From an optimization exercise on the open Yosys and OpenROAD flow, aimed at small area and a short achievable clock period; shortcuts taken in it are not production practice.
In this exercise RTL edits were held to simulation tests only and were not proved equivalent to the original.
No driver is modelled on the clock port, so clock power and skew are understated where the tree is cut down; a real chip needs a root buffer or a tree.
Power is estimated from default activity; no workload was simulated.

exp/juniper:
// FIFO
module FIFO(
    input  wire clk,
    input  wire rstn,
    input  wire wr_en,
    input  wire rd_en,
    input  wire [7:0] data_in,
    output wire full,
    output wire empty,
    output wire [7:0] data_out
 );
    reg [7:0] mem [0:31];
    reg [4:0] wp;        
    reg [4:0] np;        
    reg       empty_r;
    reg       full_r;
    reg [7:0] out_r;     
    wire w   = wr_en & ~full_r;
    wire r   = rd_en & ~empty_r;
    wire eq1  = (wp == np);              
    wire eq31 = (wp + 5'd2 == np);       
    always @(posedge clk or negedge rstn) begin
        if (!rstn) begin
            wp      <= 5'd0;
            np      <= 5'd1;
            empty_r <= 1'b1;
            full_r  <= 1'b0;
        end else begin
            if (w) wp <= wp + 5'd1;
            if (r) np <= np + 5'd1;
            if (w & ~r) begin
                empty_r <= 1'b0;
                full_r  <= eq31;
            end else if (r & ~w) begin
                empty_r <= eq1;
  ...
For scale: roughly 530 cells after synthesis, roughly 11000 sq um of cells after synthesis.
==> flow/config.mk <==
export PLATFORM = sky130hd
export DESIGN_NAME = FIFO
export DESIGN_NICKNAME = FIFO
export VERILOG_FILES = /design/flow/design.v
export SDC_FILE = /design/flow/constraint.sdc
export NUM_CORES = 4
export LEC_CHECK = 0
export ABC_CLOCK_PERIOD_IN_PS = 1500
export CAP_MARGIN = 20
export CORE_MARGIN = 2
export CORE_UTILIZATION = 40
export SETUP_SLACK_MARGIN = 3.3
export SLEW_MARGIN = 20
==> flow/constraint.sdc <==
create_clock -name core_clock -period 5.0 [get_ports {clk}]
set_input_delay 1.0000 -clock core_clock [delete_from_list [all_inputs] [get_ports {clk}]]
set_output_delay 1.0000 -clock core_clock [all_outputs]
set_load 0.01 [all_outputs]
run.sh (not shown) runs the stock make flow with config.mk's settings and CLKGATE_MAP_FILE= SYNTH_SCRIPT=/design/flow/synth_recipe.tcl, a recipe that flattens the netlist after the stock synthesis.
exp/juniper: done, clean on timing, DRC and antenna
### exp/juniper -> exp/zinc
# exp/juniper
export LEC_CHECK = 0
export ABC_CLOCK_PERIOD_IN_PS = 1500
export CAP_MARGIN = 20
export CORE_MARGIN = 2
export CORE_UTILIZATION = 40
export SETUP_SLACK_MARGIN = 3.3
export SLEW_MARGIN = 20
create_clock -name core_clock -period 5.0 [get_ports {clk}]
# exp/zinc
export LEC_CHECK = 0
export CAP_MARGIN = 20
export CORE_MARGIN = 2
export CORE_UTILIZATION = 40
export SETUP_SLACK_MARGIN = 3.0
export SLEW_MARGIN = 20
create_clock -name core_clock -period 5.0 [get_ports {clk}]
==> comparison <==
- No stage failed in exp/zinc, and the final checks on the layout all came back clean.
- Lower total vias in the final route among exp/zinc and exp/juniper: exp/zinc
- Signed area change from the synthesized netlist to the final layout: lower on exp/zinc
- exp/zinc against exp/juniper: total wire length decreased by about 1.7% relative to the old numbers; part of the power in registers saw an increase; time the worst path needs with I/O delays and setup went down by 23 ps; portion of the clock cycle consumed by the worst path in the final layout moved down; met1 layer usage reported by global route shows no meaningful change.
- Summary of the comparison: fraction of area in clock buffers and inverters is lower in exp/zinc, relative to exp/juniper.


FIFO, a different RTL version from the one above (not shown whole).
Size: roughly 650 cells after synthesis, roughly 22 I/O pins.
// FIFO
module FIFO(
    input  wire clk,
    input  wire rstn,
    input  wire wr_en,
    input  wire rd_en,
    input  wire [7:0] data_in,
    output wire full,
    output wire empty,
    output wire [7:0] data_out
 );
    reg [7:0] mem [1:31];
    reg [4:0] tp;        
    reg [4:0] hp;        
    reg       ne_r;      
    reg       full_r;
    reg       one_r;     
    reg       le1_r;     
    reg [3:0] rlo_r;     
    reg [7:0] rhi_r;     
    reg [7:0] out_r;     
    wire empty_r = ~ne_r;
    wire w    = wr_en & ~full_r;
    wire r    = rd_en & ne_r;
    wire [4:0] tp1 = {tp[3:0], tp[4] ^ tp[2]};
    wire [4:0] hp1 = {hp[3:0], hp[4] ^ hp[2]};
    wire two  = (tp == hp1);                      
    wire n31  = (tp1 == hp);                      
    wire       one = one_r;
    wire       hp_inc, le1_nx, one_nx;
    fifo_ctl u_ctl (.wr(wr_en), .rd(rd_en), .e(empty_r), .f(full_r), .one(one),
                    .le1(le1_r), .le1_rd(one | two), .two(two),
                    .hp_inc(hp_inc), .le1_nx(le1_nx), .one_nx(one_nx));
    wire [4:0] hp_nx  = hp_inc ? hp1 : hp;
    wire [3:0] rlo_nx = {4{~le1_nx}} & (hp_inc ? (4'd1 << hp1[1:0]) : (4'd1 << hp[1:0]));
    wire [7:0] rhi_nx = hp_inc ? (8'd1 << hp1[4:2]) : (8'd1 << hp[4:2]);
    wire [31:0] wsel, rsel;
    wire [3:0] wlo_pre = {4{~full_r}} & (4'd1 << tp[1:0]);
    wire [7:0] whi_n   = ~(8'd1 << tp[4:2]);
    wire [3:0] wlo_n;
    genvar k;
    generate for (k = 0; k < 4; k = k + 1) begin : wl
        fifo_nand2 u (.a(wr_en), .b(wlo_pre[k]), .y(wlo_n[k]));
    end
    for (k = 1; k < 32; k = k + 1) begin : ws
        fifo_nor2 u (.a(wlo_n[k % 4]), .b(whi_n[k / 4]), .y(wsel[k]));
    end endgenerate
  ...
clock: 5.0 ns
lec_check: 0
cap_margin: 20
core_margin: 2
core_utilization: 40
setup_slack_margin: 3.0
slew_margin: 20
synth_hierarchical: 1
standard.sh (not shown) runs the stock make flow with config.mk's settings and CLKGATE_MAP_FILE= SYNTH_SCRIPT=/design/flow/synth_recipe.tcl, a recipe that flattens the netlist after the stock synthesis.
==> flow/flow/run.sh <==
#!/bin/bash
# The standard layout, with the clock tree built by flow/cts_pre.tcl in
# place of TritonCTS. make's output goes to standard.log; each ORFS step
# keeps its own log under orfs/logs.
set -euo pipefail
export PRE_CTS_TCL="$PWD/flow/cts_pre.tcl"
bash standard.sh PRE_CTS_TCL="$PRE_CTS_TCL" finish > standard.log 2>&1
==> flow/flow/cts_pre.tcl <==
# Runs before ORFS's CTS step (PRE_CTS_TCL): builds the clock tree by hand,
# then makes the step's clock_tree_synthesis call a no-op. The clock port
# drives 4 root buffers; each drives the leaf buffers of its quarter of the
# core; each leaf buffer drives a cluster of about 24 flip-flops. The tree
# is balanced: every flip-flop is two buffers from the port.
source [file join [file dirname [info script]] clock_tree.tcl]
build_clock_tree 12 sky130_fd_sc_hd__clkbuf_16 sky130_fd_sc_hd__clkbuf_16 4
rename clock_tree_synthesis orig_clock_tree_synthesis
proc clock_tree_synthesis { args } {
  puts "clock tree built by cts_pre.tcl; skipping clock_tree_synthesis $args"
}
Other scripts of this flow, unchanged in this note and not shown: flow/flow/clock_tree.tcl
The first run completed with no timing, DRC or antenna violations.
Next try:
Settings changed: SETUP_SLACK_MARGIN 3.0 to 3.17.
Effect:
- core utilization increases by 0.71 points
- area after synthesis stays the same
- sequential power barely changes
- cell area went up by 1.5%
- worst hold slack degrades by 7.7 ps
- routed wire length rises by 0.75%
- via count shrinks by 0.44%
- register-to-register slack improved by 120 ps
Next try:
--- a/flow/flow/cts_pre.tcl
+++ b/flow/flow/cts_pre.tcl
@@ -4 +4 @@
-# core; each leaf buffer drives a cluster of about 24 flip-flops. The tree
+# core; each leaf buffer drives a cluster of about 18 flip-flops. The tree
@@ -7 +7 @@
-build_clock_tree 12 sky130_fd_sc_hd__clkbuf_16 sky130_fd_sc_hd__clkbuf_16 4
+build_clock_tree 16 sky130_fd_sc_hd__clkbuf_8 sky130_fd_sc_hd__clkbuf_16 4
Settings changed: SETUP_SLACK_MARGIN 3.17 to 3.1.
After rerunning: The changed run passed the timing, DRC and antenna checks; area after synthesis stays the same; power shrinks by a few percent; first-iteration DRC count grows by a few percent; worst setup slack gets worse by 34 ps; sequential power hardly moves; routed wire length shrinks slightly; clock power shrinks by roughly a tenth; global-route usage shrinks by 0.14 points; cell count grows slightly; critical path depth shrinks by 1.
Next try:
--- a/flow/flow/cts_pre.tcl
+++ b/flow/flow/cts_pre.tcl
@@ -4 +4 @@
-# core; each leaf buffer drives a cluster of about 18 flip-flops. The tree
+# core; each leaf buffer drives a cluster of about 24 flip-flops. The tree
@@ -7 +7 @@
-build_clock_tree 16 sky130_fd_sc_hd__clkbuf_8 sky130_fd_sc_hd__clkbuf_16 4
+build_clock_tree 12 sky130_fd_sc_hd__clkbuf_16 sky130_fd_sc_hd__clkbuf_16 4
The new run ran to the end with no violations.
Power goes up by about 2.4%.
Design area goes up by 0.39%.
Final cell count goes down by about 0.6%.
In every run of this note, the design's own scripts or RTL, not TritonCTS, make the clock network.

what the ideal ports hide:
How much do the figures lean on ideal ports? The routed layouts below were timed once more, with nothing changed but the port constraints.
Step 1 (the two cells are an assumption about what drives the block):
set clk [get_ports {clk}]
set_driving_cell -lib_cell sky130_fd_sc_hd__clkbuf_16 $clk
set_driving_cell -lib_cell sky130_fd_sc_hd__buf_2 [delete_from_list [all_inputs] $clk]
Step 2 also shifts input and output timing later by t, the mid clock arrival at the registers, as if the neighbouring blocks saw the same clock.
a / b / c = ideal ports / drivers / drivers and shift; a / b = the first two.
run	t (ns)	slack for setup (ns)	hold WS [ns]	worst setup path after step 2	slew at the worst register clock pin (ns)
exp/juniper	0.581	2.495 / 2.495 / 2.495	0.653 / 0.653 / 0.653	register to register	0.06 / 0.06
exp/zinc	0.575	2.518 / 2.518 / 2.518	0.625 / 0.625 / 0.625	register to register	0.06 / 0.06
the first run of note 2	0.399	3.031 / 2.989 / 2.828	0.572 / 0.572 / 0.572	input to register	0.09 / 0.09
the second run of note 2	0.401	3.100 / 2.997 / 2.819	0.564 / 0.564 / 0.564	input to register	0.09 / 0.09
the third run of note 2	0.401	3.066 / 2.962 / 2.795	0.578 / 0.578 / 0.578	input to register	0.11 / 0.11
the fourth run of note 2	0.392	3.084 / 2.989 / 2.789	0.574 / 0.574 / 0.574	input to register	0.10 / 0.10
After both steps setup and hold are still met in every run listed. The setup slack of the fourth run of note 2, which loses most, moves by -0.095 ns with the drivers and by -0.295 ns with both steps.
